This is an optimization exercise on Yosys and OpenROAD, whose aim is small area, a short achievable clock period and few clock cycles per item, not a production implementation.
At most, simulation tests tie the RTL to the original design; equivalence was not proved.
The RTL of run 5 was laid out without a check of its function.

==> flow/design.v <==
module top(input [31:0] p,q,
           output [31:0] gcd,y,
           output done,
           input clk,start);
  reg [31:0] u, v, x, w;
  reg        d;
  assign gcd  = u;
  assign y    = x;
  assign done = d;
  wire [31:0] uv = u | v;
  wire [31:0] below;
  assign below[0] = 1'b0;
  genvar i;
  generate for (i = 1; i < 32; i = i + 1) begin : g_pre
    assign below[i] = below[i-1] | uv[i-1];
  end endgenerate
  wire [31:0] m0 = uv & ~below;
  wire [31:0] m1 = {m0[30:0], 1'b0};
  wire [31:0] m2 = {m1[30:0], 1'b0};
  wire s0_pu = |(u & m0);
  wire s0_pv = |(v & m0);
  wire s0_ge; wire [31:0] s0_dd, s0_xs;
  absdiff32 s0_cmp (.v(v), .u(u), .dd(s0_dd), .ge(s0_ge));
  wire s0_sw = s0_pv & ~s0_ge;
  add32 s0_add (.a(x), .b(w & {32{s0_pv}}), .s(s0_xs));
  wire [31:0] s0_un = !s0_pu ? v : s0_sw ? v : u;
  wire [31:0] s0_vn = !s0_pu ? u : s0_pv ? s0_dd : v;
  wire [31:0] s0_xn = !s0_pu ? w : s0_xs;
  wire [31:0] s0_wn = !s0_pu ? x : s0_sw ? x : w;
  wire s0_h1 = ~|(s0_vn & m1);
  wire s0_h2 = ~|(s0_vn & m2);
  reg [31:0] s0_vh, s0_wh;
  always @* begin
    s0_vh = {1'b0, s0_vn[31:1]}; s0_wh = {s0_wn[30:0], 1'b0};
    if (s0_h1) begin s0_vh = {2'b0, s0_vn[31:2]}; s0_wh = {s0_wn[29:0], 2'b0}; end
    if (s0_h1 & s0_h2) begin s0_vh = {3'b0, s0_vn[31:3]}; s0_wh = {s0_wn[28:0], 3'b0}; end
  end
  wire [31:0] u1 = s0_un;
  wire [31:0] v1 = s0_vh;
  wire [31:0] w1 = s0_wh;
  wire [31:0] x1 = s0_xn;
  wire s1_pu = |(u1 & m0);
  wire s1_pv = |(v1 & m0);
  wire s1_ge; wire [31:0] s1_dd, s1_xs;
  absdiff32 s1_cmp (.v(v1), .u(u1), .dd(s1_dd), .ge(s1_ge));
  wire s1_sw = s1_pv & ~s1_ge;
  add32 s1_add (.a(x1), .b(w1 & {32{s1_pv}}), .s(s1_xs));
  wire [31:0] s1_un = s1_sw ? v1 : u1;
  wire [31:0] s1_vn = s1_pv ? s1_dd : v1;
  wire [31:0] s1_xn = s1_xs;
  wire [31:0] s1_wn = s1_sw ? x1 : w1;
  wire s1_h1 = ~|(s1_vn & m1);
  wire s1_h2 = ~|(s1_vn & m2);
  reg [31:0] s1_vh, s1_wh;
  always @* begin
    s1_vh = {1'b0, s1_vn[31:1]}; s1_wh = {s1_wn[30:0], 1'b0};
    if (s1_h1) begin s1_vh = {2'b0, s1_vn[31:2]}; s1_wh = {s1_wn[29:0], 2'b0}; end
    if (s1_h1 & s1_h2) begin s1_vh = {3'b0, s1_vn[31:3]}; s1_wh = {s1_wn[28:0], 3'b0}; end
  end
  wire [31:0] u2 = s1_un;
  wire [31:0] v2 = s1_vh;
  wire [31:0] w2 = s1_wh;
  wire [31:0] x2 = s1_xn;
  wire s2_pu = |(u2 & m0);
  wire s2_pv = |(v2 & m0);
  wire s2_ge; wire [31:0] s2_dd, s2_xs;
  absdiff32 s2_cmp (.v(v2), .u(u2), .dd(s2_dd), .ge(s2_ge));
  wire s2_sw = s2_pv & ~s2_ge;
  add32 s2_add (.a(x2), .b(w2 & {32{s2_pv}}), .s(s2_xs));
  wire [31:0] s2_un = s2_sw ? v2 : u2;
  wire [31:0] s2_vn = s2_pv ? s2_dd : v2;
  wire [31:0] s2_xn = s2_xs;
  wire [31:0] s2_wn = s2_sw ? x2 : w2;
  wire s2_h1 = ~|(s2_vn & m1);
  wire s2_h2 = ~|(s2_vn & m2);
  reg [31:0] s2_vh, s2_wh;
  always @* begin
    s2_vh = {1'b0, s2_vn[31:1]}; s2_wh = {s2_wn[30:0], 1'b0};
    if (s2_h1) begin s2_vh = {2'b0, s2_vn[31:2]}; s2_wh = {s2_wn[29:0], 2'b0}; end
    if (s2_h1 & s2_h2) begin s2_vh = {3'b0, s2_vn[31:3]}; s2_wh = {s2_wn[28:0], 3'b0}; end
  end
  wire [31:0] nu_f = s2_un;
  wire [31:0] nv_f = s2_vh;
  wire [31:0] nw_f = s2_wh;
  wire [31:0] nx_f = s2_xn;
  wire [31:0] pm1, qm1;
  dec32 dec_p (.a(p), .y(pm1));
  dec32 dec_q (.a(q), .y(qm1));
  wire fin = (v2 == 32'd0) | (v2 == u2);
  always @(posedge clk) begin
    if (start) begin
      u <= pm1;
      v <= qm1;
      x <= qm1;
      w <= 32'd0;
    end else begin
      u <= nu_f;
      v <= nv_f;
      x <= nx_f;
      w <= nw_f;
    end
    d <= !start & fin;
  end
endmodule
module dec32(input [31:0] a, output [31:0] y);
  wire [31:0] z;   
  assign z[0] = 1'b1;
  genvar i;
  generate for (i = 1; i < 32; i = i + 1) begin : g_z
    assign z[i] = ~|a[i-1:0];
  end endgenerate
  assign y = a ^ z;
endmodule
module absdiff32(input [31:0] v, input [31:0] u, output [31:0] dd, output ge);
  wire [31:0] nu = ~u;
  wire [31:0] c_g = v & nu;
  wire [31:0] c_p = v ^ nu;
  wire c_n1g = c_g[1] | (c_p[1] & c_g[0]);
  wire c_n1p = c_p[1] & c_p[0];
  wire c_n2g = c_g[3] | (c_p[3] & c_g[2]);
  wire c_n2p = c_p[3] & c_p[2];
  wire c_n3g = c_g[5] | (c_p[5] & c_g[4]);
  wire c_n3p = c_p[5] & c_p[4];
  wire c_n4g = c_g[7] | (c_p[7] & c_g[6]);
  wire c_n4p = c_p[7] & c_p[6];
  wire c_n5g = c_g[9] | (c_p[9] & c_g[8]);
  wire c_n5p = c_p[9] & c_p[8];
  wire c_n6g = c_g[11] | (c_p[11] & c_g[10]);
  wire c_n6p = c_p[11] & c_p[10];
  wire c_n7g = c_g[13] | (c_p[13] & c_g[12]);
  wire c_n7p = c_p[13] & c_p[12];
  wire c_n8g = c_g[15] | (c_p[15] & c_g[14]);
  wire c_n8p = c_p[15] & c_p[14];
  wire c_n9g = c_g[17] | (c_p[17] & c_g[16]);
  wire c_n9p = c_p[17] & c_p[16];
  wire c_n10g = c_g[19] | (c_p[19] & c_g[18]);
  wire c_n10p = c_p[19] & c_p[18];
  wire c_n11g = c_g[21] | (c_p[21] & c_g[20]);
  wire c_n11p = c_p[21] & c_p[20];
  wire c_n12g = c_g[23] | (c_p[23] & c_g[22]);
  wire c_n12p = c_p[23] & c_p[22];
  wire c_n13g = c_g[25] | (c_p[25] & c_g[24]);
  wire c_n13p = c_p[25] & c_p[24];
  wire c_n14g = c_g[27] | (c_p[27] & c_g[26]);
  wire c_n14p = c_p[27] & c_p[26];
  wire c_n15g = c_g[29] | (c_p[29] & c_g[28]);
  wire c_n15p = c_p[29] & c_p[28];
  wire c_n16g = c_g[31] | (c_p[31] & c_g[30]);
  wire c_n16p = c_p[31] & c_p[30];
  wire c_n17g = c_g[2] | (c_p[2] & c_n1g);
  wire c_n17p = c_p[2] & c_n1p;
  wire c_n18g = c_n2g | (c_n2p & c_n1g);
  wire c_n18p = c_n2p & c_n1p;
  wire c_n19g = c_g[6] | (c_p[6] & c_n3g);
  wire c_n19p = c_p[6] & c_n3p;
  wire c_n20g = c_n4g | (c_n4p & c_n3g);
  wire c_n20p = c_n4p & c_n3p;
  wire c_n21g = c_g[10] | (c_p[10] & c_n5g);
  wire c_n21p = c_p[10] & c_n5p;
  wire c_n22g = c_n6g | (c_n6p & c_n5g);
  wire c_n22p = c_n6p & c_n5p;
  wire c_n23g = c_g[14] | (c_p[14] & c_n7g);
  wire c_n23p = c_p[14] & c_n7p;
  wire c_n24g = c_n8g | (c_n8p & c_n7g);
  wire c_n24p = c_n8p & c_n7p;
  wire c_n25g = c_g[18] | (c_p[18] & c_n9g);
  wire c_n25p = c_p[18] & c_n9p;
  wire c_n26g = c_n10g | (c_n10p & c_n9g);
  wire c_n26p = c_n10p & c_n9p;
  wire c_n27g = c_g[22] | (c_p[22] & c_n11g);
  wire c_n27p = c_p[22] & c_n11p;
  wire c_n28g = c_n12g | (c_n12p & c_n11g);
  wire c_n28p = c_n12p & c_n11p;
  wire c_n29g = c_g[26] | (c_p[26] & c_n13g);
  wire c_n29p = c_p[26] & c_n13p;
  wire c_n30g = c_n14g | (c_n14p & c_n13g);
  wire c_n30p = c_n14p & c_n13p;
  wire c_n31g = c_g[30] | (c_p[30] & c_n15g);
  wire c_n31p = c_p[30] & c_n15p;
  wire c_n32g = c_n16g | (c_n16p & c_n15g);
  wire c_n32p = c_n16p & c_n15p;
  wire c_n33g = c_g[4] | (c_p[4] & c_n18g);
  wire c_n33p = c_p[4] & c_n18p;
  wire c_n34g = c_n3g | (c_n3p & c_n18g);
  wire c_n34p = c_n3p & c_n18p;
  wire c_n35g = c_n19g | (c_n19p & c_n18g);
  wire c_n35p = c_n19p & c_n18p;
  wire c_n36g = c_n20g | (c_n20p & c_n18g);
  wire c_n36p = c_n20p & c_n18p;
  wire c_n37g = c_g[12] | (c_p[12] & c_n22g);
  wire c_n37p = c_p[12] & c_n22p;
  wire c_n38g = c_n7g | (c_n7p & c_n22g);
  wire c_n38p = c_n7p & c_n22p;
  wire c_n39g = c_n23g | (c_n23p & c_n22g);
  wire c_n39p = c_n23p & c_n22p;
  wire c_n40g = c_n24g | (c_n24p & c_n22g);
  wire c_n40p = c_n24p & c_n22p;
  wire c_n41g = c_g[20] | (c_p[20] & c_n26g);
  wire c_n41p = c_p[20] & c_n26p;
  wire c_n42g = c_n11g | (c_n11p & c_n26g);
  wire c_n42p = c_n11p & c_n26p;
  wire c_n43g = c_n27g | (c_n27p & c_n26g);
  wire c_n43p = c_n27p & c_n26p;
  wire c_n44g = c_n28g | (c_n28p & c_n26g);
  wire c_n44p = c_n28p & c_n26p;
  wire c_n45g = c_g[28] | (c_p[28] & c_n30g);
  wire c_n45p = c_p[28] & c_n30p;
  wire c_n46g = c_n15g | (c_n15p & c_n30g);
  wire c_n46p = c_n15p & c_n30p;
  wire c_n47g = c_n31g | (c_n31p & c_n30g);
  wire c_n47p = c_n31p & c_n30p;
  wire c_n48g = c_n32g | (c_n32p & c_n30g);
  wire c_n48p = c_n32p & c_n30p;
  wire c_n49g = c_g[8] | (c_p[8] & c_n36g);
  wire c_n49p = c_p[8] & c_n36p;
  wire c_n50g = c_n5g | (c_n5p & c_n36g);
  wire c_n50p = c_n5p & c_n36p;
  wire c_n51g = c_n21g | (c_n21p & c_n36g);
  wire c_n51p = c_n21p & c_n36p;
  wire c_n52g = c_n22g | (c_n22p & c_n36g);
  wire c_n52p = c_n22p & c_n36p;
  wire c_n53g = c_n37g | (c_n37p & c_n36g);
  wire c_n53p = c_n37p & c_n36p;
  wire c_n54g = c_n38g | (c_n38p & c_n36g);
  wire c_n54p = c_n38p & c_n36p;
  wire c_n55g = c_n39g | (c_n39p & c_n36g);
  wire c_n55p = c_n39p & c_n36p;
  wire c_n56g = c_n40g | (c_n40p & c_n36g);
  wire c_n56p = c_n40p & c_n36p;
  wire c_n57g = c_g[24] | (c_p[24] & c_n44g);
  wire c_n57p = c_p[24] & c_n44p;
  wire c_n58g = c_n13g | (c_n13p & c_n44g);
  wire c_n58p = c_n13p & c_n44p;
  wire c_n59g = c_n29g | (c_n29p & c_n44g);
  wire c_n59p = c_n29p & c_n44p;
  wire c_n60g = c_n30g | (c_n30p & c_n44g);
  wire c_n60p = c_n30p & c_n44p;
  wire c_n61g = c_n45g | (c_n45p & c_n44g);
  wire c_n61p = c_n45p & c_n44p;
  wire c_n62g = c_n46g | (c_n46p & c_n44g);
  wire c_n62p = c_n46p & c_n44p;
  wire c_n63g = c_n47g | (c_n47p & c_n44g);
  wire c_n63p = c_n47p & c_n44p;
  wire c_n64g = c_n48g | (c_n48p & c_n44g);
  wire c_n64p = c_n48p & c_n44p;
  wire c_n65g = c_g[16] | (c_p[16] & c_n56g);
  wire c_n65p = c_p[16] & c_n56p;
  wire c_n66g = c_n9g | (c_n9p & c_n56g);
  wire c_n66p = c_n9p & c_n56p;
  wire c_n67g = c_n25g | (c_n25p & c_n56g);
  wire c_n67p = c_n25p & c_n56p;
  wire c_n68g = c_n26g | (c_n26p & c_n56g);
  wire c_n68p = c_n26p & c_n56p;
  wire c_n69g = c_n41g | (c_n41p & c_n56g);
  wire c_n69p = c_n41p & c_n56p;
  wire c_n70g = c_n42g | (c_n42p & c_n56g);
  wire c_n70p = c_n42p & c_n56p;
  wire c_n71g = c_n43g | (c_n43p & c_n56g);
  wire c_n71p = c_n43p & c_n56p;
  wire c_n72g = c_n44g | (c_n44p & c_n56g);
  wire c_n72p = c_n44p & c_n56p;
  wire c_n73g = c_n57g | (c_n57p & c_n56g);
  wire c_n73p = c_n57p & c_n56p;
  wire c_n74g = c_n58g | (c_n58p & c_n56g);
  wire c_n74p = c_n58p & c_n56p;
  wire c_n75g = c_n59g | (c_n59p & c_n56g);
  wire c_n75p = c_n59p & c_n56p;
  wire c_n76g = c_n60g | (c_n60p & c_n56g);
  wire c_n76p = c_n60p & c_n56p;
  wire c_n77g = c_n61g | (c_n61p & c_n56g);
  wire c_n77p = c_n61p & c_n56p;
  wire c_n78g = c_n62g | (c_n62p & c_n56g);
  wire c_n78p = c_n62p & c_n56p;
  wire c_n79g = c_n63g | (c_n63p & c_n56g);
  wire c_n79p = c_n63p & c_n56p;
  wire c_n80g = c_n64g | (c_n64p & c_n56g);
  wire c_n80p = c_n64p & c_n56p;
  wire [31:0] c_G = {c_n80g, c_n79g, c_n78g, c_n77g, c_n76g, c_n75g, c_n74g, c_n73g, c_n72g, c_n71g, c_n70g, c_n69g, c_n68g, c_n67g, c_n66g, c_n65g, c_n56g, c_n55g, c_n54g, c_n53g, c_n52g, c_n51g, c_n50g, c_n49g, c_n36g, c_n35g, c_n34g, c_n33g, c_n18g, c_n17g, c_n1g, c_g[0]};
  wire [31:0] c_P = {c_n80p, c_n79p, c_n78p, c_n77p, c_n76p, c_n75p, c_n74p, c_n73p, c_n72p, c_n71p, c_n70p, c_n69p, c_n68p, c_n67p, c_n66p, c_n65p, c_n56p, c_n55p, c_n54p, c_n53p, c_n52p, c_n51p, c_n50p, c_n49p, c_n36p, c_n35p, c_n34p, c_n33p, c_n18p, c_n17p, c_n1p, c_p[0]};
  assign ge = c_G[31] | c_P[31];
  wire [31:0] c0 = {c_G[30:0], 1'b0};
  wire [31:0] c1 = {c_G[30:0] | c_P[30:0], 1'b1};
  assign dd = c_p ^ (ge ? c1 : ~c0);
endmodule
module add32(input [31:0] a, input [31:0] b, output [31:0] s);
  wire [31:0] a_g = a & b;
  wire [31:0] a_p = a ^ b;
  wire a_n1g = a_g[1] | (a_p[1] & a_g[0]);
  wire a_n1p = a_p[1] & a_p[0];
  wire a_n2g = a_g[3] | (a_p[3] & a_g[2]);
  wire a_n2p = a_p[3] & a_p[2];
  wire a_n3g = a_g[5] | (a_p[5] & a_g[4]);
  wire a_n3p = a_p[5] & a_p[4];
  wire a_n4g = a_g[7] | (a_p[7] & a_g[6]);
  wire a_n4p = a_p[7] & a_p[6];
  wire a_n5g = a_g[9] | (a_p[9] & a_g[8]);
  wire a_n5p = a_p[9] & a_p[8];
  wire a_n6g = a_g[11] | (a_p[11] & a_g[10]);
  wire a_n6p = a_p[11] & a_p[10];
  wire a_n7g = a_g[13] | (a_p[13] & a_g[12]);
  wire a_n7p = a_p[13] & a_p[12];
  wire a_n8g = a_g[15] | (a_p[15] & a_g[14]);
  wire a_n8p = a_p[15] & a_p[14];
  wire a_n9g = a_g[17] | (a_p[17] & a_g[16]);
  wire a_n9p = a_p[17] & a_p[16];
  wire a_n10g = a_g[19] | (a_p[19] & a_g[18]);
  wire a_n10p = a_p[19] & a_p[18];
  wire a_n11g = a_g[21] | (a_p[21] & a_g[20]);
  wire a_n11p = a_p[21] & a_p[20];
  wire a_n12g = a_g[23] | (a_p[23] & a_g[22]);
  wire a_n12p = a_p[23] & a_p[22];
  wire a_n13g = a_g[25] | (a_p[25] & a_g[24]);
  wire a_n13p = a_p[25] & a_p[24];
  wire a_n14g = a_g[27] | (a_p[27] & a_g[26]);
  wire a_n14p = a_p[27] & a_p[26];
  wire a_n15g = a_g[29] | (a_p[29] & a_g[28]);
  wire a_n15p = a_p[29] & a_p[28];
  wire a_n16g = a_g[31] | (a_p[31] & a_g[30]);
  wire a_n16p = a_p[31] & a_p[30];
  wire a_n17g = a_g[2] | (a_p[2] & a_n1g);
  wire a_n17p = a_p[2] & a_n1p;
  wire a_n18g = a_n2g | (a_n2p & a_n1g);
  wire a_n18p = a_n2p & a_n1p;
  wire a_n19g = a_g[6] | (a_p[6] & a_n3g);
  wire a_n19p = a_p[6] & a_n3p;
  wire a_n20g = a_n4g | (a_n4p & a_n3g);
  wire a_n20p = a_n4p & a_n3p;
  wire a_n21g = a_g[10] | (a_p[10] & a_n5g);
  wire a_n21p = a_p[10] & a_n5p;
  wire a_n22g = a_n6g | (a_n6p & a_n5g);
  wire a_n22p = a_n6p & a_n5p;
  wire a_n23g = a_g[14] | (a_p[14] & a_n7g);
  wire a_n23p = a_p[14] & a_n7p;
  wire a_n24g = a_n8g | (a_n8p & a_n7g);
  wire a_n24p = a_n8p & a_n7p;
  wire a_n25g = a_g[18] | (a_p[18] & a_n9g);
  wire a_n25p = a_p[18] & a_n9p;
  wire a_n26g = a_n10g | (a_n10p & a_n9g);
  wire a_n26p = a_n10p & a_n9p;
  wire a_n27g = a_g[22] | (a_p[22] & a_n11g);
  wire a_n27p = a_p[22] & a_n11p;
  wire a_n28g = a_n12g | (a_n12p & a_n11g);
  wire a_n28p = a_n12p & a_n11p;
  wire a_n29g = a_g[26] | (a_p[26] & a_n13g);
  wire a_n29p = a_p[26] & a_n13p;
  wire a_n30g = a_n14g | (a_n14p & a_n13g);
  wire a_n30p = a_n14p & a_n13p;
  wire a_n31g = a_g[30] | (a_p[30] & a_n15g);
  wire a_n31p = a_p[30] & a_n15p;
  wire a_n32g = a_n16g | (a_n16p & a_n15g);
  wire a_n32p = a_n16p & a_n15p;
  wire a_n33g = a_g[4] | (a_p[4] & a_n18g);
  wire a_n33p = a_p[4] & a_n18p;
  wire a_n34g = a_n3g | (a_n3p & a_n18g);
  wire a_n34p = a_n3p & a_n18p;
  wire a_n35g = a_n19g | (a_n19p & a_n18g);
  wire a_n35p = a_n19p & a_n18p;
  wire a_n36g = a_n20g | (a_n20p & a_n18g);
  wire a_n36p = a_n20p & a_n18p;
  wire a_n37g = a_g[12] | (a_p[12] & a_n22g);
  wire a_n37p = a_p[12] & a_n22p;
  wire a_n38g = a_n7g | (a_n7p & a_n22g);
  wire a_n38p = a_n7p & a_n22p;
  wire a_n39g = a_n23g | (a_n23p & a_n22g);
  wire a_n39p = a_n23p & a_n22p;
  wire a_n40g = a_n24g | (a_n24p & a_n22g);
  wire a_n40p = a_n24p & a_n22p;
  wire a_n41g = a_g[20] | (a_p[20] & a_n26g);
  wire a_n41p = a_p[20] & a_n26p;
  wire a_n42g = a_n11g | (a_n11p & a_n26g);
  wire a_n42p = a_n11p & a_n26p;
  wire a_n43g = a_n27g | (a_n27p & a_n26g);
  wire a_n43p = a_n27p & a_n26p;
  wire a_n44g = a_n28g | (a_n28p & a_n26g);
  wire a_n44p = a_n28p & a_n26p;
  wire a_n45g = a_g[28] | (a_p[28] & a_n30g);
  wire a_n45p = a_p[28] & a_n30p;
  wire a_n46g = a_n15g | (a_n15p & a_n30g);
  wire a_n46p = a_n15p & a_n30p;
  wire a_n47g = a_n31g | (a_n31p & a_n30g);
  wire a_n47p = a_n31p & a_n30p;
  wire a_n48g = a_n32g | (a_n32p & a_n30g);
  wire a_n48p = a_n32p & a_n30p;
  wire a_n49g = a_g[8] | (a_p[8] & a_n36g);
  wire a_n49p = a_p[8] & a_n36p;
  wire a_n50g = a_n5g | (a_n5p & a_n36g);
  wire a_n50p = a_n5p & a_n36p;
  wire a_n51g = a_n21g | (a_n21p & a_n36g);
  wire a_n51p = a_n21p & a_n36p;
  wire a_n52g = a_n22g | (a_n22p & a_n36g);
  wire a_n52p = a_n22p & a_n36p;
  wire a_n53g = a_n37g | (a_n37p & a_n36g);
  wire a_n53p = a_n37p & a_n36p;
  wire a_n54g = a_n38g | (a_n38p & a_n36g);
  wire a_n54p = a_n38p & a_n36p;
  wire a_n55g = a_n39g | (a_n39p & a_n36g);
  wire a_n55p = a_n39p & a_n36p;
  wire a_n56g = a_n40g | (a_n40p & a_n36g);
  wire a_n56p = a_n40p & a_n36p;
  wire a_n57g = a_g[24] | (a_p[24] & a_n44g);
  wire a_n57p = a_p[24] & a_n44p;
  wire a_n58g = a_n13g | (a_n13p & a_n44g);
  wire a_n58p = a_n13p & a_n44p;
  wire a_n59g = a_n29g | (a_n29p & a_n44g);
  wire a_n59p = a_n29p & a_n44p;
  wire a_n60g = a_n30g | (a_n30p & a_n44g);
  wire a_n60p = a_n30p & a_n44p;
  wire a_n61g = a_n45g | (a_n45p & a_n44g);
  wire a_n61p = a_n45p & a_n44p;
  wire a_n62g = a_n46g | (a_n46p & a_n44g);
  wire a_n62p = a_n46p & a_n44p;
  wire a_n63g = a_n47g | (a_n47p & a_n44g);
  wire a_n63p = a_n47p & a_n44p;
  wire a_n64g = a_n48g | (a_n48p & a_n44g);
  wire a_n64p = a_n48p & a_n44p;
  wire a_n65g = a_g[16] | (a_p[16] & a_n56g);
  wire a_n65p = a_p[16] & a_n56p;
  wire a_n66g = a_n9g | (a_n9p & a_n56g);
  wire a_n66p = a_n9p & a_n56p;
  wire a_n67g = a_n25g | (a_n25p & a_n56g);
  wire a_n67p = a_n25p & a_n56p;
  wire a_n68g = a_n26g | (a_n26p & a_n56g);
  wire a_n68p = a_n26p & a_n56p;
  wire a_n69g = a_n41g | (a_n41p & a_n56g);
  wire a_n69p = a_n41p & a_n56p;
  wire a_n70g = a_n42g | (a_n42p & a_n56g);
  wire a_n70p = a_n42p & a_n56p;
  wire a_n71g = a_n43g | (a_n43p & a_n56g);
  wire a_n71p = a_n43p & a_n56p;
  wire a_n72g = a_n44g | (a_n44p & a_n56g);
  wire a_n72p = a_n44p & a_n56p;
  wire a_n73g = a_n57g | (a_n57p & a_n56g);
  wire a_n73p = a_n57p & a_n56p;
  wire a_n74g = a_n58g | (a_n58p & a_n56g);
  wire a_n74p = a_n58p & a_n56p;
  wire a_n75g = a_n59g | (a_n59p & a_n56g);
  wire a_n75p = a_n59p & a_n56p;
  wire a_n76g = a_n60g | (a_n60p & a_n56g);
  wire a_n76p = a_n60p & a_n56p;
  wire a_n77g = a_n61g | (a_n61p & a_n56g);
  wire a_n77p = a_n61p & a_n56p;
  wire a_n78g = a_n62g | (a_n62p & a_n56g);
  wire a_n78p = a_n62p & a_n56p;
  wire a_n79g = a_n63g | (a_n63p & a_n56g);
  wire a_n79p = a_n63p & a_n56p;
  wire a_n80g = a_n64g | (a_n64p & a_n56g);
  wire a_n80p = a_n64p & a_n56p;
  wire [31:0] a_G = {a_n80g, a_n79g, a_n78g, a_n77g, a_n76g, a_n75g, a_n74g, a_n73g, a_n72g, a_n71g, a_n70g, a_n69g, a_n68g, a_n67g, a_n66g, a_n65g, a_n56g, a_n55g, a_n54g, a_n53g, a_n52g, a_n51g, a_n50g, a_n49g, a_n36g, a_n35g, a_n34g, a_n33g, a_n18g, a_n17g, a_n1g, a_g[0]};
  assign s = a_p ^ {a_G[30:0], 1'b0};
endmodule
==> flow/run.sh <==
#!/bin/bash
# synth_recipe.tcl (not shown) runs the flow's synth.tcl, then flattens the netlist and writes it again
# the make line also repeats each setting of config.mk as NAME=value (left out here)
make -C /OpenROAD-flow-scripts/flow DESIGN_CONFIG=/design/flow/config.mk WORK_HOME=/design/flow/orfs CLKGATE_MAP_FILE= SYNTH_SCRIPT=/design/flow/synth_recipe.tcl finish
==> flow/config.mk <==
export PLATFORM = sky130hd
export DESIGN_NAME = top
export DESIGN_NICKNAME = top
export VERILOG_FILES = /design/flow/design.v
export SDC_FILE = /design/flow/constraint.sdc
export NUM_CORES = 4
export LEC_CHECK = 0
export CAP_MARGIN = 20
export CORE_MARGIN = 2
export CORE_UTILIZATION = 40
export SLEW_MARGIN = 20
export SYNTH_HIERARCHICAL = 1
==> flow/constraint.sdc <==
create_clock -name core_clock -period 85.0 [get_ports {clk}]
set_input_delay 17.0000 -clock core_clock [delete_from_list [all_inputs] [get_ports {clk}]]
set_output_delay 17.0000 -clock core_clock [all_outputs]
set_load 0.01 [all_outputs]
==> metrics.yaml, run 1 <==
status: "complete, no violations"
setup_viol: 0
start_kind: "flip-flop"
cts.reportedPaths.clkPinSlew_ps: 70
worstHoldEndpoint: "w[26]$_SDFF_PP0_"
rr_endpoint: "v[13]$_DFF_P_"
netlist_area_um2: 28100
area_growth_pct: 9.97
rows: 97
r2r_setup_slack_ps: 65640
clk_path_buf_depth: 2
drtAntennaViolNets: 0
hold_viol: 0
cts.htree.levels: 4
cts_tree: "yes"
layout_min_cycle_time_ps: 19360
drt_iter0_drc: 4081
post_cts_buffers: 0
ctsResizeCount: 0
slowest_delay_ps: 730
final_util_pct: 44.3
synthCells: 3950
min_from: "w[24]$_SDFF_PP0_"
most-common-layout-cells: "nand2_1, mux2i_1, nor2_1, o21ai_0, inv_1"
cts_sinks: 128
path_max_fanout: 72
max-slew-margin-rel_pct: 18.1
layout_commonest_cell: "nand2_1"
cp-end-kind: "flip-flop"
syn_area_per_cell_um2: 7.11
yosysWarnings: 7
r2r_cells: 56
place.detailed.hpwl_um: 101000
final_net_count: 4252
gr-total-overflow: 0
finalSetupTns_ps: 0
cap_violations: 0
design.die.area_um2: 72400
worst_pin_slew_ps: 1220
worst_ep_required_time_ps: 85360
holdPathStages: 10
slowest_stage: "a31oi_4"
place.gp.congestion: 1.09
cts_root_buffer: "clkbuf_16"
io_buffers: 130
chipWidth_um: 269
fp.dieH_um: 269
drive_gt1_share_pct: 9.36
rsz0062_at_grt: "no"
wl_per_cell_um: 26.0
antenna_found_initial: 5
cts_hold_buffers: 0
post-route-period-util_pct: 22.8
track_usage_pct: 34.6
fmax_ghz: 0.0517
grt_max_degree: 118
slew_viol_final: 0
viasPerCell: 6.36
hp-class: "flip-flop to flip-flop"
core_region_area_um2: 69800
firstDrtPassIters: 6
grt_pass1_wl_um: 188000
clk_latency_ps: 520
initial_utilization_pct: 40.3
route.vias.total: 31400
finalWirelength_um: 128000
timing.rr.start: "v[3]$_DFF_P_"
route.detailed.drc: 0
grt_pass1_vias: 28700
worstSetupPathType: "flip-flop to flip-flop"
ioPinCount: 131
cp.arrival_ps: 19720
finClkSkew_ps: 22.2
cts_buffers: 17
==> metrics by stage <==
step           hold WS [ps]  cells  setup WS [ps]  cell area, µm²
5_1_grt                1230   4926          65020           30900
3_5_place_dp           1100   4890          65500           30200
2_1_floorplan           830   3954          66490           28100
4_1_cts                1110   4922          66050           30800
3_3_place_gp           1100   4890          65560           30200
6_report               1110   4928          65640           30900
==> sequential cells by signal, summed over array words and instances, names as in the netlist <==
signal	count
v	32
d	1
x	32
u	32
w	31
==> routing by layer <==
layer / GRT usage [%] / vias up / wire (µm)
met4: 20.7 / 4 / 8350
met3: 9.91 / 403 / 15100
li1: - / 14400 / -
met5: 0.473 / - / 56
met1: 45.4 / 14700 / 52700
met2: 49.8 / 1851 / 51800
==> worst max-delay path, delay by kind of cell, from the launching register on <==
kind | cells | cell delay [ps]
adder cells (fa/ha/maj) | 3 | 1240
flip-flops | 1 | 720
buffers and inverters | 6 | 3010
multiplexers | 5 | 2110
AO/OA/AOI/OAI | 28 | 8360
XOR/XNOR | 3 | 410
AND/OR/NAND/NOR | 11 | 3160
==> worst max-delay path by stage <==
stage,cells past startpoint,startpoint,to,slack (ps)
floorplan,10,q[0],v[15]$_DFF_P_,66490
global placement,10,q[0],v[13]$_DFF_P_,65560
detailed placement,10,q[0],v[24]$_DFF_P_,65500
CTS,10,q[0],v[24]$_DFF_P_,66050
global route,56,u[9]$_DFF_P_,v[13]$_DFF_P_,65020
finish,56,v[3]$_DFF_P_,v[13]$_DFF_P_,65640
==> cell type report <==
cell class	count	area [µm²]
clock inverters	15	214
well taps	940	1180
diodes	3	7.51
inverters	274	1030
flip-flops and latches	128	2560
fillers	7295	38900
multi-input cells	3340	23500
repair buffers	211	1950
clock buffers	17	425
Testbench counts, summed over its fixed seeds: cycles 3,758, items 384.
==> run 2, diff against run 1 <==
--- a/flow/config.mk
+++ b/flow/config.mk
@@ -5,6 +5,7 @@
 export SDC_FILE = /design/flow/constraint.sdc
 export NUM_CORES = 4
 export LEC_CHECK = 0
+export ABC_AREA = 1
 export CAP_MARGIN = 20
 export CORE_MARGIN = 2
 export CORE_UTILIZATION = 40
==> metrics.yaml, run 2 <==
initial_utilization_pct: 40.5  # +0.26 points
slowest_stage: "nand2_2"
cts_sinks: 128  # unchanged
reg.largest.list: "u: 32 flops, v: 32 flops, x: 32 flops"
ctsResizeCount: 0  # unchanged
post_cts_buffers: 0  # unchanged
finClkSkew_ps: 19.9  # -2.35 ps
chipWidth_um: 284  # +5.7%
viasPerCell: 5.49  # -14%
rows: 102  # +5.2%
drt_iter0_drc: 4845  # +19%
cts_buffers: 17  # unchanged
grt_max_degree: 95  # -19%
cts.reportedPaths.clkPinSlew_ps: 70  # about the same
finalSetupTns_ps: 0  # unchanged
layout_commonest_cell: "nand2_1"
place.detailed.hpwl_um: 114000  # +13%
antenna_found_initial: 5  # unchanged
cp_common_cell: "nand2_1"
gr-total-overflow: 0  # unchanged
place.gp.congestion: 1.04  # -4.3%
slowest_delay_ps: 850  # +120 ps
route.detailed.drc: 0  # unchanged
grt_pass1_vias: 34200  # +19%
worstSetupPathType: "flip-flop to flip-flop"
drive_gt1_share_pct: 5.91  # -3.4 points
firstDrtPassIters: 9  # +3
post-place-cells: 7130  # +46%
cp.arrival_ps: 19660  # -60 ps
antenna_cells: 0  # -3
cts.htree.levels: 4  # unchanged
cts_hold_buffers: 0  # unchanged
worst_pin_slew_ps: 1150  # -66.8 ps
ioPinCount: 131  # unchanged
final_area_um2: 33700  # +8.9%
cp-end-kind: "flip-flop"
clk_latency_ps: 490  # -30 ps
design.die.area_um2: 80900  # +12%
area_growth_pct: 7.04
start_kind: "flip-flop"
rsz0062_at_grt: "no"
dpl-instance-area_um2: 33100  # +9.7%
holdPathStages: 10  # unchanged
final_util_pct: 43.4  # -0.90 points
stdcell_count: 7162  # +45%
synthCells: 6118  # +55%
netlist_area_um2: 31400  # +12%
max-slew-margin-rel_pct: 22.6  # +4.5 points
status: "complete, no violations"
fmax_ghz: 0.0519  # +0.39%
r2r_cells: 89  # +59%
most-common-layout-cells: "nand2_1, inv_1, nand3_1, nor2_1, a21oi_1"
drtAntennaViolNets: 0  # unchanged
fp.dieH_um: 284  # +5.7%
syn_area_per_cell_um2: 5.14  # -28%
io_buffers: 130  # unchanged
yosysWarnings: 7  # unchanged
clk_path_buf_depth: 2  # unchanged
track_usage_pct: 33.5  # -1.1 points
cts_tree: "yes"
layout_min_cycle_time_ps: 19280  # -76.1 ps
hold_viol: 0  # unchanged
cap_violations: 0  # unchanged
setup_viol: 0  # unchanged
hp-class: "flip-flop to flip-flop"
slew_viol_final: 0  # unchanged
core_region_area_um2: 77600  # +11%
cts_root_buffer: "clkbuf_16"
worst_ep_required_time_ps: 85380  # +20 ps
grt_pass1_wl_um: 209000  # +11%
post-route-period-util_pct: 22.7  # -0.090 points
path_max_fanout: 94  # +31%
wl_per_cell_um: 19.5  # -25%
finalWirelength_um: 140000  # +9.3%
route.vias.total: 39300  # +25%
final_net_count: 6389  # +50%
## run 2: stage by stage
step | worst slack (ps) | hold slack (ps)
floorplan | 66750 | 732
global placement | 66040 | 1230
detailed placement | 66030 | 1240
CTS | 66090 | 1260
global route | 64580 | 1350
finish | 65720 | 1270
## run 2: final timing paths
kind                         to  slack [ps]             start
setup / recovery  v[28]$_DFF_P_       65720      u[0]$_DFF_P_
hold reg to reg   x[31]$_DFF_P_        1270  w[31]$_SDFF_PP0_
setup reg to reg  v[28]$_DFF_P_       65720      u[0]$_DFF_P_
hold / removal    x[31]$_DFF_P_        1270  w[31]$_SDFF_PP0_
## run 2: critical path: cells and delay by family (launching register included)
family / cells / cell delay, ps
and+or+nand+nor: 68 / 11660
buffers and inverters: 15 / 4710
AOI/OAI and AO/OA: 4 / 1210
adders and majority gates: 2 / 740
DFF: 1 / 500
## run 2: area by class of cell
class                      count  area, µm²
fill                        8838      43900
multi-input combinational   4912      24300
inverter                     874       3300
sequential                   128       2560
timing repair buffer         176       1640
tap                         1040       1300
clock buffer                  22        454
clock inverter                10        113
## run 2: metal layers
layer	GRT usage [%]	wire, µm	vias to the layer above
met3	7.57	16500	219
met1	48.0	62800	17900
met2	49.4	56400	1930
met5	0	13	-
met4	10.1	4140	2
li1	-	-	19300
==> run 3, diff against run 2 <==
==> flow/flow/run.sh (new file) <==
#!/bin/bash
# The standard layout, with two changes in how it is made:
#  - repair_timing aims for 67.5 ns of setup slack at the design's 85 ns clock
#    (the SDC is unchanged), so the resizer works on the real critical paths;
#  - ports are buffered with buf_4 instead of the slow default delay buffer.
set -euo pipefail
bash standard.sh SETUP_SLACK_MARGIN=67.5 "BUFFER_PORTS_ARGS=-buffer_cell sky130_fd_sc_hd__buf_4" finish > standard_flow.log 2>&1
==> flow/standard.sh (new file) <==
#!/bin/bash
# synth_recipe.tcl (not shown) runs the flow's synth.tcl, then flattens the netlist and writes it again
# the make line also repeats each setting of config.mk as NAME=value (left out here)
make -C /OpenROAD-flow-scripts/flow DESIGN_CONFIG=/design/flow/config.mk WORK_HOME=/design/flow/orfs CLKGATE_MAP_FILE= SYNTH_SCRIPT=/design/flow/synth_recipe.tcl "${@:-finish}"
--- a/flow/config.mk
+++ b/flow/config.mk
@@ -5,7 +5,6 @@
 export SDC_FILE = /design/flow/constraint.sdc
 export NUM_CORES = 4
 export LEC_CHECK = 0
-export ABC_AREA = 1
 export CAP_MARGIN = 20
 export CORE_MARGIN = 2
 export CORE_UTILIZATION = 40
removed: flow/run.sh
==> metrics.yaml, run 3 <==
status: "complete, no violations"
design.die.area_um2: 72400  # -11%
drtAntennaViolNets: 0  # unchanged
syn_area_per_cell_um2: 7.11  # +38%
worst_ep_required_time_ps: 85410  # +30 ps
layout_commonest_cell: "nand2_1"
reg.largest.list: "u: 32 flops, v: 32 flops, x: 32 flops"
final_net_count: 4421  # -31%
cp.arrival_ps: 18790  # -870 ps
drt_iter0_drc: 4278  # -12%
grt_pass1_wl_um: 205000  # -1.9%
cts.htree.levels: 4  # unchanged
wl_per_cell_um: 28.4  # +46%
initial_utilization_pct: 40.3  # -0.26 points
grt_max_degree: 106  # +12%
clk_latency_ps: 500  # about the same
slew_viol_final: 0  # unchanged
io_buffers: 130  # unchanged
core_region_area_um2: 69800  # -10%
path_max_fanout: 4  # -96%
route.detailed.drc: 0  # unchanged
cts_sinks: 128  # unchanged
finalWirelength_um: 145000  # +3.6%
hp-class: "flip-flop to flip-flop"
most-common-layout-cells: "nand2_1, mux2i_1, nor2_1, a21oi_1, inv_1"
cts_buffers: 17  # unchanged
clk_path_buf_depth: 2  # unchanged
num-fill-cells: 6992  # -21%
yosysWarnings: 7  # unchanged
rsz0062_at_grt: "yes"
cts_tree: "yes"
post-route-period-util_pct: 21.6  # -1.1 points
chipWidth_um: 269  # -5.4%
place.gp.congestion: 1.13  # +9.0%
synthCells: 3950  # -35%
dpl-instance-area_um2: 30300  # -8.5%
track_usage_pct: 38.5  # +5.0 points
layout_min_cycle_time_ps: 18380  # -898 ps
route.vias.total: 33000  # -16%
cts_root_buffer: "clkbuf_16"
ioPinCount: 131  # unchanged
area_growth_pct: 21.4
worst_pin_slew_ps: 1250  # +99.0 ps
finalSetupTns_ps: 0  # unchanged
cts.reportedPaths.clkPinSlew_ps: 60  # about the same
cts_hold_buffers: 0  # unchanged
fp.dieH_um: 269  # -5.4%
start_kind: "primary input"
final_util_pct: 48.9  # +5.5 points
viasPerCell: 6.48  # +18%
grt_pass1_vias: 30100  # -12%
firstDrtPassIters: 7  # -2
finClkSkew_ps: 19.7  # -0.232 ps
fmax_ghz: 0.0544  # +4.9%
hold_ws_ps: 1100  # -172 ps
gr-total-overflow: 0  # unchanged
rows: 97  # -4.9%
drive_gt1_share_pct: 21.4  # +15 points
cap_violations: 0  # unchanged
max-slew-margin-rel_pct: 16.4  # -6.2 points
place.detailed.hpwl_um: 109000  # -4.6%
hold_viol: 0  # unchanged
netlist_area_um2: 28100  # -11%
cp-end-kind: "flip-flop"
antenna_found_initial: 13  # +8
setup_viol: 0  # unchanged
worstSetupPathType: "primary input to flip-flop"
final_area_um2: 34100  # +1.4%
==> run 3: cell type report <==
type	count	area [µm²]	area share (%)
diodes	3	7.51	0.0220
well taps	940	1180	3.45
repair buffers	377	3610	10.6
flip-flops and latches	128	2770	8.11
clock buffers	18	429	1.26
inverters	274	1090	3.20
clock inverters	14	208	0.609
multi-input cells	3343	24800	72.8
==> run 3: worst paths after layout <==
| path | from | to | slack, ps | cells after the start |
|---|---|---|---|---|
| max | q[0] | v[13]$_DFF_P_ | 66620 | 12 |
| min | w[1]$_SDFF_PP0_ | x[1]$_DFF_P_ | 1100 | 6 |
| max reg2reg | u[0]$_DFF_P_ | w[31]$_SDFF_PP0_ | 67880 | 55 |
| min reg2reg | w[1]$_SDFF_PP0_ | x[1]$_DFF_P_ | 1100 | 6 |
==> run 3: per-layer routing <==
layer / vias to the layer above / share of wire, % / global-route usage, %
met2: 2066 / 40 / 53.9
met3: 491 / 13 / 13.3
met1: 15700 / 41 / 50.8
li1: 14700 / - / -
met4: 14 / 6.5 / 22.1
met5: - / 0.072 / 0
==> run 3: worst max-delay path, stage by stage <==
cell	delay, ps
buf_8	100
clkinv_8	40
ha_4	120
nor3b_4	310
nand4_4	160
buf_6	170
buf_12	130
nor3_4	120
xor2_1	190
nand2_2	120
o31a_1	180
o21ai_1	130
==> run 3: repair_timing <==
action / CTS / global route
pin swaps: 54 / 59
endpoints found under the hold margin: 0 / 0
endpoints found under the setup margin: 192 / 189
setup buffers: 113 / 36
gates cloned: 4 / 1
gates resized for setup: 426 / 111
==> run 3: per-stage QoR <==
step / setup WS [ps] / cells
after CTS: 66720 / 5057
after global routing: 66570 / 5095
after global placement: 65580 / 4908
after detailed placement: 65610 / 4908
final: 66620 / 5097
after floorplan: 66600 / 3954
==> run 4, diff against run 3 <==
==> flow/flow/run.sh (replaced) <==
#!/bin/bash
# The standard layout, with two changes in how it is made:
#  - repair_timing aims for 66.5 ns of setup slack at the design's 85 ns clock
#    (the SDC is unchanged), so the resizer works on the real critical paths;
#  - ports are buffered with buf_4 instead of the slow default delay buffer.
set -euo pipefail
bash standard.sh SETUP_SLACK_MARGIN=66.5 "BUFFER_PORTS_ARGS=-buffer_cell sky130_fd_sc_hd__buf_4" finish > standard_flow.log 2>&1
==> metrics.yaml, run 4 <==
holdPathStages: 10  # +4
cts_hold_buffers: 0  # unchanged
design.die.area_um2: 72400  # unchanged
cap_violations: 0  # unchanged
m1WireLength_um: 52200  # -12%
reg.largest.list: "u: 32 flops, v: 32 flops, x: 32 flops"
antenna_found_initial: 6  # -7
syn_area_per_cell_um2: 7.11  # unchanged
cp-end-kind: "output port"
cts_sinks: 128  # unchanged
core_region_area_um2: 69800  # unchanged
path_max_fanout: 7  # +3
most-common-layout-cells: "nand2_1, mux2i_1, nor2_1, o21ai_0, inv_1"
post-route-period-util_pct: 21.8  # +0.16 points
io_buffers: 130  # unchanged
route.detailed.drc: 0  # unchanged
dr_wl_met2_um: 55400  # -3.8%
drt_iter0_drc: 3906  # -8.7%
max-slew-margin-rel_pct: 13.8  # -2.6 points
final_net_count: 4262  # -3.6%
r2r_cells: 54  # -1.8%
grt_pass1_vias: 29100  # -3.5%
track_usage_pct: 35.0  # -3.5 points
ioPinCount: 131  # unchanged
cts.htree.levels: 4  # unchanged
cp.arrival_ps: 1520  # -17270 ps
fmax_ghz: 0.0540  # -0.73%
finClkSkew_ps: 16.2  # -3.47 ps
layout_commonest_cell: "nand2_1"
wl_met3_um: 13100  # -30%
drtAntennaViolNets: 0  # unchanged
clk_latency_ps: 490  # about the same
slowest_delay_ps: 790  # +480 ps
yosysWarnings: 7  # unchanged
synthCells: 3950  # unchanged
drive_gt1_share_pct: 13.0  # -8.3 points
viasPerCell: 6.31  # -2.5%
gr-total-overflow: 0  # unchanged
place.detailed.hpwl_um: 102000  # -6.1%
worst_ep_required_time_ps: 68000  # -17410 ps
firstDrtPassIters: 6  # -1
cts_tree: "yes"
multi_input_area_um2: 23600  # -4.9%
finalSetupTns_ps: 0  # unchanged
regArea_um2: 2560  # -7.4%
setup_viol: 0  # unchanged
grt_max_degree: 95  # -10%
hp-class: "flip-flop to flip-flop"
worstSetupPathType: "flip-flop to output port"
area_growth_pct: 8.98
initial_utilization_pct: 40.3  # unchanged
critPathTopFamily: "flip-flops"
worst_pin_slew_ps: 1280  # +35.8 ps
start_kind: "flip-flop"
finalWirelength_um: 130000  # -10%
num-fill-cells: 7370  # +5.4%
route.vias.total: 31200  # -5.6%
place.gp.congestion: 1.05  # -7.4%
clk_path_buf_depth: 2  # unchanged
highest_layer: "met5"
layout_min_cycle_time_ps: 18520  # +135 ps
slowest_stage: "dfxtp_1"
grt_pass1_wl_um: 189000  # -8.0%
rsz0062_at_grt: "yes"
rows: 97  # unchanged
hold_viol: 0  # unchanged
netlist_area_um2: 28100  # unchanged
hold_ws_ps: 1100  # +7.70 ps
wl_per_cell_um: 26.3  # -7.6%
cts.reportedPaths.clkPinSlew_ps: 70  # about the same
slew_viol_final: 0  # unchanged
cp_num_buf_inv: 1  # -3
status: "complete, no violations"
fp.dieH_um: 269  # unchanged
chipWidth_um: 269  # unchanged
worst-path-stages: 1  # -11
cts_buffers: 17  # unchanged
cts_root_buffer: "clkbuf_16"
crit_chain: "buf_4"
[run 4: final timing paths]
path / to / slack, ps / from
max: gcd[22] / 66480 / u[22]$_DFF_P_
min: w[25]$_SDFF_PP0_ / 1100 / w[23]$_SDFF_PP0_
max reg2reg: w[29]$_SDFF_PP0_ / 66980 / v[13]$_DFF_P_
min reg2reg: w[25]$_SDFF_PP0_ / 1100 / w[23]$_SDFF_PP0_
[run 4: final cells by class]
cell class | instances | area share, %
inverter | 274 | 3.37
timing repair inverter | 1 | 0.0245
clock buffer | 17 | 1.39
sequential | 128 | 8.37
multi-input combinational | 3341 | 77.1
clock inverter | 15 | 0.409
tap | 940 | 3.84
antenna | 2 | 0.0163
timing repair buffer | 219 | 5.50
[run 4: per-layer routing]
layer	track usage, %	vias to the layer above
met5	0	-
met4	22.0	6
met3	7.23	418
met2	53.8	1648
met1	44.4	14700
li1	-	14400
[run 4: what timing repair did]
action                                 CTS  global route
endpoints found under the hold margin    0             0
cloned                                   1             1
buffers inserted                         5             6
setup endpoints to repair               59            69
pin swaps                                1             6
resized for setup                        5            21
[run 4: through the flow]
step | setup slack, ps | util [%] | cell area, µm² | instances
6_report | 66480 | 43.9 | 30600 | 4937
5_1_grt | 66470 | 43.9 | 30600 | 4935
4_1_cts | 66510 | 43.7 | 30500 | 4928
3_5_place_dp | 65200 | 42.8 | 29800 | 4890
3_3_place_gp | 65300 | 42.8 | 29800 | 4890
2_1_floorplan | 66490 | - | 28100 | 3954
==> run 5, diff against run 4 <==
--- a/flow/design.v
+++ b/flow/design.v
@@ -19,8 +19,9 @@
   wire [31:0] m2 = {m1[30:0], 1'b0};
   wire s0_pu = |(u & m0);
   wire s0_pv = |(v & m0);
-  wire s0_ge; wire [31:0] s0_dd, s0_xs;
-  absdiff32 s0_cmp (.v(v), .u(u), .dd(s0_dd), .ge(s0_ge));
+  wire s0_ge, s0_eq; wire [31:0] s0_dd, s0_xs;
+  wire [31:0] s0_xq;
+  absdiff32 s0_cmp (.v(v), .u(u), .dd(s0_dd), .ge(s0_ge), .eq(s0_eq), .xq(s0_xq));
   wire s0_sw = s0_pv & ~s0_ge;
   add32 s0_add (.a(x), .b(w & {32{s0_pv}}), .s(s0_xs));
   wire [31:0] s0_un = !s0_pu ? v : s0_sw ? v : u;
@@ -41,8 +42,9 @@
   wire [31:0] x1 = s0_xn;
   wire s1_pu = |(u1 & m0);
   wire s1_pv = |(v1 & m0);
-  wire s1_ge; wire [31:0] s1_dd, s1_xs;
-  absdiff32 s1_cmp (.v(v1), .u(u1), .dd(s1_dd), .ge(s1_ge));
+  wire s1_ge, s1_eq; wire [31:0] s1_dd, s1_xs;
+  wire [31:0] s1_xq;
+  absdiff32 s1_cmp (.v(v1), .u(u1), .dd(s1_dd), .ge(s1_ge), .eq(s1_eq), .xq(s1_xq));
   wire s1_sw = s1_pv & ~s1_ge;
   add32 s1_add (.a(x1), .b(w1 & {32{s1_pv}}), .s(s1_xs));
   wire [31:0] s1_un = s1_sw ? v1 : u1;
@@ -63,8 +65,9 @@
   wire [31:0] x2 = s1_xn;
   wire s2_pu = |(u2 & m0);
   wire s2_pv = |(v2 & m0);
-  wire s2_ge; wire [31:0] s2_dd, s2_xs;
-  absdiff32 s2_cmp (.v(v2), .u(u2), .dd(s2_dd), .ge(s2_ge));
+  wire s2_ge, s2_eq; wire [31:0] s2_dd, s2_xs;
+  wire [31:0] s2_xq;
+  absdiff32 s2_cmp (.v(v2), .u(u2), .dd(s2_dd), .ge(s2_ge), .eq(s2_eq), .xq(s2_xq));
   wire s2_sw = s2_pv & ~s2_ge;
   add32 s2_add (.a(x2), .b(w2 & {32{s2_pv}}), .s(s2_xs));
   wire [31:0] s2_un = s2_sw ? v2 : u2;
@@ -86,7 +89,7 @@
   wire [31:0] pm1, qm1;
   dec32 dec_p (.a(p), .y(pm1));
   dec32 dec_q (.a(q), .y(qm1));
-  wire fin = (v2 == 32'd0) | (v2 == u2);
+  wire fin = (v2 == 32'd0) | s2_eq;
   always @(posedge clk) begin
     if (start) begin
       u <= pm1;
@@ -111,7 +114,8 @@
   end endgenerate
   assign y = a ^ z;
 endmodule
-module absdiff32(input [31:0] v, input [31:0] u, output [31:0] dd, output ge);
+module absdiff32(input [31:0] v, input [31:0] u, output [31:0] dd, output ge, output eq,
+                 output [31:0] xq);
   wire [31:0] nu = ~u;
   wire [31:0] c_g = v & nu;
   wire [31:0] c_p = v ^ nu;
@@ -278,6 +282,8 @@
   wire [31:0] c_G = {c_n80g, c_n79g, c_n78g, c_n77g, c_n76g, c_n75g, c_n74g, c_n73g, c_n72g, c_n71g, c_n70g, c_n69g, c_n68g, c_n67g, c_n66g, c_n65g, c_n56g, c_n55g, c_n54g, c_n53g, c_n52g, c_n51g, c_n50g, c_n49g, c_n36g, c_n35g, c_n34g, c_n33g, c_n18g, c_n17g, c_n1g, c_g[0]};
   wire [31:0] c_P = {c_n80p, c_n79p, c_n78p, c_n77p, c_n76p, c_n75p, c_n74p, c_n73p, c_n72p, c_n71p, c_n70p, c_n69p, c_n68p, c_n67p, c_n66p, c_n65p, c_n56p, c_n55p, c_n54p, c_n53p, c_n52p, c_n51p, c_n50p, c_n49p, c_n36p, c_n35p, c_n34p, c_n33p, c_n18p, c_n17p, c_n1p, c_p[0]};
   assign ge = c_G[31] | c_P[31];
+  assign eq = c_P[31];   
+  assign xq = ~c_p;       
   wire [31:0] c0 = {c_G[30:0], 1'b0};
   wire [31:0] c1 = {c_G[30:0] | c_P[30:0], 1'b1};
   assign dd = c_p ^ (ge ? c1 : ~c0);
--- a/flow/config.mk
+++ b/flow/config.mk
@@ -7,6 +7,6 @@
 export LEC_CHECK = 0
 export CAP_MARGIN = 20
 export CORE_MARGIN = 2
-export CORE_UTILIZATION = 40
+export CORE_UTILIZATION = 35
 export SLEW_MARGIN = 20
 export SYNTH_HIERARCHICAL = 1
==> metrics.yaml, run 5 <==
status: "complete, no violations"
setup_viol: 0  # unchanged
post-place-cells: 5196  # +6.3%
rows: 103  # +6.2%
syn_area_per_cell_um2: 6.77  # -4.9%
worst_pin_slew_ps: 1370  # +83.0 ps
cp-end-kind: "output port"
grt_pass1_wl_um: 217000  # +15%
r2r_cells: 64  # +19%
finalSetupTns_ps: 0  # unchanged
timing.rr.start: "v[7]$_DFF_P_"
cts_hold_buffers: 0  # unchanged
slowest_delay_ps: 760  # -30 ps
drive_gt1_share_pct: 14.2  # +1.2 points
cp.arrival_ps: 1510  # about the same
fmax_ghz: 0.0540  # about the same
grt_pass1_vias: 31800  # +9.5%
critPathTopFamily: "flip-flops"
area_growth_pct: 12.1
clk_latency_ps: 510  # +20 ps
critPathLaunch: "u[28]$_DFF_P_"
finalWirelength_um: 152000  # +17%
core_region_area_um2: 79000  # +13%
start_kind: "flip-flop"
slew_viol_final: 0  # unchanged
design.die.area_um2: 82000  # +13%
cts.reportedPaths.clkPinSlew_ps: 70  # about the same
clk_path_buf_depth: 2  # unchanged
cap_violations: 0  # unchanged
cts_sinks: 128  # unchanged
hp-class: "flip-flop to flip-flop"
place.gp.congestion: 1.08  # +2.7%
stdcell_count: 5257  # +6.5%
cts_root_buffer: "clkbuf_16"
cts.htree.levels: 4  # unchanged
layout_commonest_cell: "nand2_1"
slowest_stage: "dfxtp_1"
fin_ws_ps: 66490  # +4.50 ps
route.detailed.drc: 0  # unchanged
drt_iter0_drc: 4268  # +9.3%
chipWidth_um: 286  # +6.5%
place.detailed.hpwl_um: 118000  # +15%
hold_viol: 0  # unchanged
antenna_found_initial: 9  # +3
r2r_setup_slack_ps: 66870  # -110 ps
cts_buffers: 17  # unchanged
gr-total-overflow: 0  # unchanged
ioPinCount: 131  # unchanged
io_buffers: 130  # unchanged
layout_min_cycle_time_ps: 18510  # -4.50 ps
initial_utilization_pct: 35.3  # -4.9 points
hold_ws_ps: 1150  # +43.0 ps
worstSetupPathType: "flip-flop to output port"
synthCells: 4125  # +4.4%
netlist_area_um2: 27900  # -0.65%
route.vias.total: 34000  # +9.0%
firstDrtPassIters: 6  # unchanged
dp_worst_setup_slack_ps: 65430  # +229 ps
worst-path-stages: 1  # unchanged
final_net_count: 4469  # +4.9%
rsz0062_at_grt: "yes"
most-common-layout-cells: "nand2_1, a21oi_1, nor2_1, inv_1, buf_4"
crit_chain: "buf_4"
viasPerCell: 6.46  # +2.4%
cts_tree: "yes"
worst_ep_required_time_ps: 68000  # about the same
max-slew-margin-rel_pct: 7.95  # -5.8 points
yosysWarnings: 7  # unchanged
track_usage_pct: 35.6  # +0.66 points
cp_num_buf_inv: 1  # unchanged
drtAntennaViolNets: 0  # unchanged
fp.dieH_um: 286  # +6.5%
wl_per_cell_um: 28.9  # +9.9%
reg.largest.list: "u: 32 flops, v: 32 flops, x: 32 flops"
post-route-period-util_pct: 21.8  # about the same
crit_end: "gcd[28]"
grt_max_degree: 106  # +12%
rr_endpoint: "v[5]$_DFF_P_"
finClkSkew_ps: 23.2  # +7.03 ps
path_max_fanout: 7  # unchanged
[run 5: how the worst min path moves through the flow]
stage,start,end,slack [ps],cells after the start
after floorplan,v[26]$_DFF_P_,u[26]$_DFF_P_,820,4
after detailed placement,w[31]$_SDFF_PP0_,x[31]$_DFF_P_,1100,7
after global placement,w[31]$_SDFF_PP0_,x[31]$_DFF_P_,1130,7
final,w[31]$_SDFF_PP0_,x[31]$_DFF_P_,1150,7
after CTS,u[4]$_DFF_P_,u[4]$_DFF_P_,1130,4
after global routing,u[4]$_DFF_P_,u[4]$_DFF_P_,1160,4
[run 5: final cells by class]
| class | count | area, µm² |
|---|---|---|
| Sequential cell | 128 | 2570 |
| Inverter | 334 | 1270 |
| Tap cell | 1050 | 1310 |
| Clock inverter | 14 | 149 |
| Clock buffer | 18 | 439 |
| Multi-Input combinational cell | 3433 | 23400 |
| Antenna cell | 5 | 12.5 |
| Fill cell | 8451 | 47700 |
| Timing Repair Buffer | 275 | 2170 |
[run 5: repair_timing]
action / 4_1_cts / 5_1_grt
pin swaps: 6 / 13
setup endpoints to repair: 93 / 76
gates cloned: 0 / 4
resized for setup: 27 / 36
buffers inserted: 6 / 13
[run 5: per-stage QoR]
step	util [%]	cell area, µm²
finish	39.6	31300
detailed placement	38.2	30200
global placement	38.2	30200
CTS	39.2	31000
global route	39.6	31300
floorplan	-	27900
[run 5: routing by layer]
layer	vias up	GRT usage (%)	share of wire (%)
met4	8	22.3	7.4
met2	2153	53.8	42
met1	16100	45.1	40
li1	15200	-	-
met3	555	9.17	11
met5	-	0	0.036

static timing again, ports no longer ideal:
In the flow no input, the clock included, has a driving cell. The finished layouts below were timed again as built, in two steps. Step 1, drivers: a clkbuf_16 drives clk and a buf_2 each remaining input, both assumed. Step 2 moves the port delays by t, midway between the first and last clock arrival at a register: inputs arrive t later, outputs are due t later. That takes back most of the time a late clock gives input paths. a / b / c = ideal ports / drivers / drivers and shift; a / b = the first two.
run	t, ns	slack for setup (ns)	slew at the worst register clock pin (ns)	worst data-port slew with drivers (ns)
run 1	0.574	65.642 / 65.642 / 65.471	0.08 / 0.08	0.05
run 2	0.544	65.718 / 65.718 / 65.718	0.07 / 0.07	0.14
run 3	0.549	66.617 / 66.633 / 66.084	0.08 / 0.08	0.16
run 4	0.548	66.482 / 66.413 / 66.092	0.07 / 0.07	0.11
run 5	0.568	66.486 / 66.416 / 66.015	0.08 / 0.08	0.05
After both steps setup and hold are still met in every run listed. The setup slack of run 3, which loses most, moves by +0.016 ns with the drivers and by -0.533 ns with both steps.
